Background: an optimization exercise with open tools, aiming at small area, a short achievable clock period and few clock cycles per item. Do not read the settings as production practice.
At most, simulation tests tie the RTL to the original design; equivalence was not proved.
Power figures rest on the tool's default switching activity, not on a simulated workload.

==> flow/design.v <==
`timescale 1ns/10ps
module ELA(clk, rst, in_data, data_rd, req, wen, addr, data_wr, done);
	input				clk;
	input				rst;
	input		[7:0]	in_data;
	input		[7:0]	data_rd;
	output	reg			req;
	output	reg			wen;
	output	reg	[9:0]	addr;
	output	reg	[7:0]	data_wr;
	output	reg			done;
	reg interp;		 
	reg rdD;		 
	reg ru;			 
	reg [7:0] a;		 
	reg [7:0] d, e, f;	 
	reg [7:0] P, Q;	 
	reg [8:0] m;
	reg [7:0] hs;
	reg edg;		 
	wire [8:0] v = {addr[9:6], addr[4:0]};
	reg  [8:0] inc;
	always @(*) begin
		if (!interp)
			inc = (!wen) ? 9'd0 : (&v) ? 9'd33 : 9'd1;
		else if (wen)
			inc = 9'd2;			 
		else if (rdD)
			inc = 9'd478;		 
		else
			inc = 9'd33;		 
	end
	wire [8:0] vn = v + inc;
	wire [8:0] t = {1'b0, P} - {1'b0, Q};
	wire [8:0] sm = {1'b0, P} + {1'b0, Q};
	wire [7:0] X = m[7:0];
	wire [7:0] cs_s = P ^ ~Q ^ X;
	wire [7:0] cs_1 = (P & ~Q) | (P & X) | (~Q & X);
	wire [7:0] cs_2 = (~P & Q) | (~P & X) | (Q & X);
	wire [8:0] y1 = {cs_1, m[8]};
	wire [8:0] y2 = {cs_2, m[8]};
	reg c1, c2;
	integer i;
	always @(*) begin
		c1 = 1'b1;
		c2 = 1'b1;
		for (i = 0; i < 8; i = i + 1) begin
			c1 = (cs_s[i] & y1[i]) | ((cs_s[i] | y1[i]) & c1);
			c2 = (cs_s[i] & y2[i]) | ((cs_s[i] | y2[i]) & c2);
		end
		c1 = y1[8] & c1;
		c2 = y2[8] & c2;
	end
	wire le = c1 | c2 | edg;
	wire edge_col = &addr[4:1];		 
	always @(posedge clk or posedge rst) begin
		if (rst) begin
			req <= 1'b0;
			wen <= 1'b0;
			interp <= 1'b0;
			rdD <= 1'b0;
			ru <= 1'b0;
			done <= 1'b0;
			addr <= 10'd0;
		end else begin
			req <= 1'b1;
			done <= done | (addr == 10'd959);
			if (!interp) begin
				ru <= req;
				wen <= ru;
				addr <= {vn[8:5], 1'b0, vn[4:0]};
				if (wen && (&v)) begin
					interp <= 1'b1;
					wen <= 1'b0;
					rdD <= 1'b1;
					ru <= 1'b0;
				end
			end else begin
				addr <= {vn[8:5], rdD, vn[4:0]};
				wen <= rdD;
				rdD <= ru;
				ru <= wen;
			end
		end
	end
	always @(posedge clk) begin
		data_wr <= le ? hs : sm[8:1];
		if (wen || !interp || !le) begin
			m <= {~t[8], t[7:0] ^ {8{~t[8]}}};
			hs <= interp ? sm[8:1] : in_data;
		end
		if (!interp)
			edg <= 1'b1;
		else if (wen)
			edg <= edge_col;
		if (ru)
			P <= data_rd;
		else if (wen) begin
			P <= a;
			a <= P;
		end
		Q <= ru ? d : f;
		if (rdD) begin
			d <= e;
			e <= f;
			f <= data_rd;
		end
	end
endmodule
Settings: LEC_CHECK=0, CAP_MARGIN=20, CORE_MARGIN=2, CORE_UTILIZATION=40, SETUP_SLACK_MARGIN=3.0, SLEW_MARGIN=20; clock period 6.0 ns.
run.sh (not shown) runs the stock make flow with config.mk's settings and CLKGATE_MAP_FILE= SYNTH_SCRIPT=/design/flow/synth_recipe.tcl, a recipe that flattens the netlist after the stock synthesis.
Testbench counts at the start, summed over its fixed seeds: cycles 94,128, frames 48.
Change:
--- a/flow/design.v
+++ b/flow/design.v
@@ -10,12 +10,11 @@
 	output	reg	[7:0]	data_wr;
 	output	reg			done;
 	reg interp;		 
 	reg rdD;		 
 	reg ru;			 
-	reg [7:0] a;		 
-	reg [7:0] d, e, f;	 
+	reg [7:0] a, b, d, e, f;	 
 	reg [7:0] P, Q;	 
 	reg [8:0] m;
 	reg [7:0] hs;
 	reg edg;		 
 	wire [8:0] v = {addr[9:6], addr[4:0]};
@@ -31,16 +30,16 @@
 			inc = 9'd33;		 
 	end
 	wire [8:0] vn = v + inc;
 	wire [8:0] t = {1'b0, P} - {1'b0, Q};
 	wire [8:0] sm = {1'b0, P} + {1'b0, Q};
-	wire [7:0] X = m[7:0];
+	wire [7:0] X = m[8] ? m[7:0] : ~m[7:0];
 	wire [7:0] cs_s = P ^ ~Q ^ X;
 	wire [7:0] cs_1 = (P & ~Q) | (P & X) | (~Q & X);
 	wire [7:0] cs_2 = (~P & Q) | (~P & X) | (Q & X);
-	wire [8:0] y1 = {cs_1, m[8]};
-	wire [8:0] y2 = {cs_2, m[8]};
+	wire [8:0] y1 = {cs_1, ~m[8]};
+	wire [8:0] y2 = {cs_2, ~m[8]};
 	reg c1, c2;
 	integer i;
 	always @(*) begin
 		c1 = 1'b1;
 		c2 = 1'b1;
@@ -84,25 +83,25 @@
 		end
 	end
 	always @(posedge clk) begin
 		data_wr <= le ? hs : sm[8:1];
 		if (wen || !interp || !le) begin
-			m <= {~t[8], t[7:0] ^ {8{~t[8]}}};
+			m <= t;
 			hs <= interp ? sm[8:1] : in_data;
 		end
 		if (!interp)
 			edg <= 1'b1;
 		else if (wen)
 			edg <= edge_col;
 		if (ru)
 			P <= data_rd;
-		else if (wen) begin
+		else if (wen)
 			P <= a;
-			a <= P;
-		end
 		Q <= ru ? d : f;
 		if (rdD) begin
+			a <= b;
+			b <= P;
 			d <= e;
 			e <= f;
 			f <= data_rd;
 		end
 	end
The new run produced a clean layout.
Final area grows by 7.2%.
Synthesized area increases by 2.7%.
Non-clock buffer count goes up by 15.
Die area climbs by 2.6%.
Fmax falls by 5.5%.
Clock power fell by about 2%.
Clock skew is about the same.
Global-route usage is about the same.
Function not checked in the second run of this note: the RTL went through the layout flow alone.

## re-timing with driven ports
The results above use ideal ports. As a check the final layouts listed here were re-extracted and re-timed, cells and wires unchanged. Step 1 (the two cells are an assumption about what drives the block):
set clk [get_ports {clk}]
set_driving_cell -lib_cell sky130_fd_sc_hd__clkbuf_16 $clk
set_driving_cell -lib_cell sky130_fd_sc_hd__buf_2 [delete_from_list [all_inputs] $clk]
Step 2 times the ports against the registers' clock, not the clock port: input delays grow and output delays shrink by t, the midpoint of the rising clock arrivals with the driver on. Three values: no drivers, after step 1, after step 2; two values: the first two.
| run | shift t [ns] | setup WS [ns] | hold WS [ns] | clock arrival spread, ns |
|---|---|---|---|---|
| the first run | 0.373 | 3.083 / 3.083 / 3.083 | 0.421 / 0.421 / 0.421 | 0.008 / 0.007 |
| the second run | 0.383 | 2.912 / 2.912 / 2.912 | 0.420 / 0.420 / 0.420 | 0.008 / 0.008 |
After both steps every run listed still meets setup and hold.
